Source: an optimization exercise on an open RTL-to-GDS flow (aim: small area, a short achievable clock period and few clock cycles per item). Production flows keep margins and buffers that such runs may drop. Power is estimated from default activity; no workload was simulated.

==> flow/design.v <==
module counter (
	input clk, rst,
	output reg [7:0] step
);
	always @(posedge clk) begin
		if (rst)
			step <= 8'b0000_0001;
		else
			step <= {step[6:0], step[7]};
	end
endmodule
module rotator
(
	input [16:0] x, y,
	input y_pos,	 
	input [15:0] angle,
	input neg_dir,
	input [7:0] step,
	output [16:0] xp, yp,
	output [15:0] angle_p,
	output y_is_zero
);
	wire signed [16:0] y_signed = y;
	reg [16:0] x_shifted, y_shifted;
	reg [15:0] t;
	wire y_neg = y[16];
	integer i;
	reg signed [16:0] y_sh;
	localparam [127:0] T = {16'h0051, 16'h00a3, 16'h0146, 16'h028b,
	                        16'h0511, 16'h09fb, 16'h12e4, 16'h2000};
	always @(*) begin
		x_shifted = 17'd0;
		y_shifted = 17'd0;
		t = 16'd0;
		for (i = 0; i < 8; i = i + 1) begin
			x_shifted = x_shifted | ((x >> i) & {17{step[i]}});
			y_sh = y_signed >>> i;
			y_shifted = y_shifted | (y_sh & {17{step[i]}});
			t = t | (T[16*i +: 16] & {16{step[i]}});
		end
	end
	adder #(17) add_x(x, y_shifted ^ {17{y_neg}}, y_neg, xp);
	adder #(17) add_y(y, x_shifted ^ {17{y_pos}}, y_pos, yp);
	wire sub = ~(y_pos ^ neg_dir);
	adder #(16) add_angle(angle, t ^ {16{sub}}, sub, angle_p);
	assign y_is_zero = ~|y;
endmodule
module adder #(parameter W = 17) (
	input [W-1:0] a, b,
	input cin,
	output [W-1:0] sum
);
	localparam N = W + 1;	 
	localparam L = $clog2(N);
	wire [N-1:0] g [0:L];
	wire [N-1:0] p [0:L];
	assign g[0] = {a & b, cin};
	assign p[0] = {a ^ b, 1'b0};
	genvar l, i;
	generate for (l = 0; l < L; l = l + 1) begin : level
		for (i = 0; i < N; i = i + 1) begin : node
			if (((i >> l) & 1) == 1) begin : merge
				localparam J = ((i >> l) << l) - 1;
				if ((i >> l) == 1) begin : gray
					prefix_gray pc(g[l][i], p[l][i], g[l][J], g[l+1][i]);
					assign p[l+1][i] = 1'b0;
				end
				else begin : black
					prefix_black pc(g[l][i], p[l][i], g[l][J], p[l][J], g[l+1][i], p[l+1][i]);
				end
			end
			else begin : keep
				assign g[l+1][i] = g[l][i];
				assign p[l+1][i] = p[l][i];
			end
		end
	end endgenerate
	assign sum = p[0][N-1:1] ^ g[L][N-2:0];
endmodule
module prefix_black (
	input gh, ph, gl, pl,
	output g, p
);
	assign g = gh | (ph & gl);
	assign p = ph & pl;
endmodule
module prefix_gray (
	input gh, ph, gl,
	output g
);
	assign g = gh | (ph & gl);
endmodule
module cordic_mod(
	input clk, rst,
	input signed [15:0] inp_x, inp_y,
	output [15:0] arctan,
	output reg valid
);
	reg [16:0] x, y;
	reg y_pos;	 
	reg [15:0] angle;
	reg neg_dir;	 
	reg stop;	 
	wire is_x_negative = inp_x[15];
	wire is_y_negative = inp_y[15];
	wire is_x_zero = ~|inp_x;
	wire is_y_zero = ~|inp_y;
	wire [15:0] below_x, below_y;
	genvar b;
	generate for (b = 0; b < 16; b = b + 1) begin : abs_bits
		if (b == 0) begin : lsb
			assign below_x[b] = 1'b0;
			assign below_y[b] = 1'b0;
		end
		else begin : other
			assign below_x[b] = |inp_x[b-1:0];
			assign below_y[b] = |inp_y[b-1:0];
		end
	end endgenerate
	wire [16:0] abs_x = {1'b0, inp_x ^ (below_x & {16{is_x_negative}})};
	wire [16:0] abs_y = {1'b0, inp_y ^ (below_y & {16{is_y_negative}})};
	reg [15:0] start_angle;
	always @(*) begin
		if (is_x_zero)
			start_angle = {is_y_negative, {15{~is_y_negative}}};
		else if (is_y_zero)
			start_angle = 16'h0000;
		else case ({is_x_negative, is_y_negative})
			2'b00: start_angle = 16'h0000;
			2'b01: start_angle = 16'h0000;
			2'b10: start_angle = 16'h7fff;
			2'b11: start_angle = 16'h8001;
		endcase
	end
	wire [7:0] step;
	counter cntr(clk, rst, step);
	wire [16:0] xp, yp;
	wire [15:0] angle_p;
	wire y_is_zero;
	rotator rttr(x, y, y_pos, angle, neg_dir, step, xp, yp, angle_p, y_is_zero);
	wire step_en = ~valid & ~stop & ~y_is_zero;
	always @(posedge clk) begin
		if (rst) begin
			x <= abs_x;
			y <= abs_y;
			y_pos <= 1'b1;
			angle <= start_angle;
			neg_dir <= is_x_negative ^ is_y_negative;
			stop <= is_x_zero;
		end
		else begin
			x <= xp;
			y <= yp;
			y_pos <= ~yp[16];
			if (step_en)
				angle <= angle_p;
			stop <= stop | y_is_zero;
		end
	end
	always @(posedge clk) begin
		if (rst)
			valid <= 1'b0;
		else if (step[7])
			valid <= 1'b1;
	end
	assign arctan = angle;
endmodule
==> flow/config.mk <==
export PLATFORM = sky130hd
export DESIGN_NAME = cordic_mod
export DESIGN_NICKNAME = cordic_mod
export VERILOG_FILES = /design/flow/design.v
export SDC_FILE = /design/flow/constraint.sdc
export NUM_CORES = 4
export LEC_CHECK = 0
export CAP_MARGIN = 20
export CORE_MARGIN = 2
export CORE_UTILIZATION = 40
export CTS_BUF_LIST = sky130_fd_sc_hd__clkbuf_4 sky130_fd_sc_hd__clkbuf_8
export CTS_CLUSTER_DIAMETER = 100
export CTS_CLUSTER_SIZE = 32
export SETUP_SLACK_MARGIN = 5.0
export SLEW_MARGIN = 20
export SYNTH_HIERARCHICAL = 1
export SYNTH_MINIMUM_KEEP_SIZE = 0
==> flow/constraint.sdc <==
create_clock -name core_clock -period 8.0 [get_ports {clk}]
set_input_delay 1.6000 -clock core_clock [delete_from_list [all_inputs] [get_ports {clk}]]
set_output_delay 1.6000 -clock core_clock [all_outputs]
set_load 0.01 [all_outputs]
standard.sh (not shown) runs the stock make flow with config.mk's settings and CLKGATE_MAP_FILE= SYNTH_SCRIPT=/design/flow/synth_recipe.tcl, a recipe that flattens the netlist after the stock synthesis.
==> flow/flow/run.sh <==
#!/bin/bash
# The standard layout, except that the port buffers are the smallest buffer
# (buf_1) instead of the flow's default
# pick. Synthesis is the standard one, unchanged.
set -euo pipefail
bash standard.sh synth > synth.log 2>&1
bash standard.sh BUFFER_PORTS_ARGS="-buffer_cell sky130_fd_sc_hd__buf_1" finish > layout.log 2>&1
Next try:
--- a/flow/design.v
+++ b/flow/design.v
@@ -12,7 +12,6 @@
 module rotator
 (
 	input [16:0] x, y,
-	input y_pos,	 
 	input [15:0] angle,
 	input neg_dir,
 	input [7:0] step,
@@ -24,6 +23,7 @@
 	reg [16:0] x_shifted, y_shifted;
 	reg [15:0] t;
 	wire y_neg = y[16];
+	wire y_pos = ~y[16];
 	integer i;
 	reg signed [16:0] y_sh;
 	localparam [127:0] T = {16'h0051, 16'h00a3, 16'h0146, 16'h028b,
@@ -41,7 +41,7 @@
 	end
 	adder #(17) add_x(x, y_shifted ^ {17{y_neg}}, y_neg, xp);
 	adder #(17) add_y(y, x_shifted ^ {17{y_pos}}, y_pos, yp);
-	wire sub = ~(y_pos ^ neg_dir);
+	wire sub = y_neg ^ neg_dir;
 	adder #(16) add_angle(angle, t ^ {16{sub}}, sub, angle_p);
 	assign y_is_zero = ~|y;
 endmodule
@@ -51,7 +51,7 @@
 	output [W-1:0] sum
 );
 	localparam N = W + 1;	 
-	localparam L = $clog2(N);
+	localparam L = (N <= 2) ? 1 : (N <= 4) ? 2 : (N <= 8) ? 3 : (N <= 16) ? 4 : (N <= 32) ? 5 : 6;
 	wire [N-1:0] g [0:L];
 	wire [N-1:0] p [0:L];
 	assign g[0] = {a & b, cin};
@@ -97,10 +97,10 @@
 	output reg valid
 );
 	reg [16:0] x, y;
-	reg y_pos;	 
 	reg [15:0] angle;
 	reg neg_dir;	 
 	reg stop;	 
+	reg x_zero;	 
 	wire is_x_negative = inp_x[15];
 	wire is_y_negative = inp_y[15];
 	wire is_x_zero = ~|inp_x;
@@ -121,11 +121,7 @@
 	wire [16:0] abs_y = {1'b0, inp_y ^ (below_y & {16{is_y_negative}})};
 	reg [15:0] start_angle;
 	always @(*) begin
-		if (is_x_zero)
-			start_angle = {is_y_negative, {15{~is_y_negative}}};
-		else if (is_y_zero)
-			start_angle = 16'h0000;
-		else case ({is_x_negative, is_y_negative})
+		case ({is_x_negative, is_y_negative})
 			2'b00: start_angle = 16'h0000;
 			2'b01: start_angle = 16'h0000;
 			2'b10: start_angle = 16'h7fff;
@@ -137,22 +133,25 @@
 	wire [16:0] xp, yp;
 	wire [15:0] angle_p;
 	wire y_is_zero;
-	rotator rttr(x, y, y_pos, angle, neg_dir, step, xp, yp, angle_p, y_is_zero);
+	rotator rttr(x, y, angle, neg_dir, step, xp, yp, angle_p, y_is_zero);
 	wire step_en = ~valid & ~stop & ~y_is_zero;
+	wire special = step[0] & ~valid & stop;
+	wire [15:0] special_angle = {16{x_zero}} & {neg_dir, {15{~neg_dir}}};
 	always @(posedge clk) begin
 		if (rst) begin
 			x <= abs_x;
 			y <= abs_y;
-			y_pos <= 1'b1;
 			angle <= start_angle;
 			neg_dir <= is_x_negative ^ is_y_negative;
-			stop <= is_x_zero;
+			stop <= is_x_zero | is_y_zero;
+			x_zero <= is_x_zero;
 		end
 		else begin
 			x <= xp;
 			y <= yp;
-			y_pos <= ~yp[16];
-			if (step_en)
+			if (special)
+				angle <= special_angle;
+			else if (step_en)
 				angle <= angle_p;
 			stop <= stop | y_is_zero;
 		end
Clock skew drops by 6.7 ps.
Register-to-register slack degrades by 50 ps.
Worst hold slack gets better by 46 ps.
Wire length went up by roughly a tenth.
Total power climbs by a few percent.
Fmax rose by a few percent.
Die area barely changes.
Final cell count grows by a few percent.
Non-clock buffer count came out higher by 13.
No functional check of the RTL was part of any run of this note.

afterwards: timing with drivers on the ports:
The results above use ideal ports. As a check the final layouts listed here were re-extracted and re-timed, cells and wires unchanged.
Step 1 sets driving cells, clkbuf_16 on the clock port and buf_2 on the other inputs (assumed; they add their load-dependent delay and slew).
Step 2 adds t to the input delays and takes it off the output delays; t is the mean of the earliest and latest rising clock arrival at the registers after step 1. Input paths then give back, and output paths get back, about the clock's delay inside the block.
Slacks: ideal / step 1 / step 2; pairs: ideal / step 1.
run	shift t [ns]	setup WS [ns]	hold slack, ns	slew at the worst register clock pin (ns)	worst slew at a driven data input, ns
the first run	0.407	5.000 / 5.017 / 4.610	0.521 / 0.521 / 0.521	0.08 / 0.08	0.05
the second run	0.422	5.060 / 5.060 / 4.710	0.567 / 0.567 / 0.567	0.08 / 0.08	0.03
After both steps every run listed still meets setup and hold. The setup slack of the first run, which loses most, moves by +0.017 ns with the drivers and by -0.390 ns with both steps.
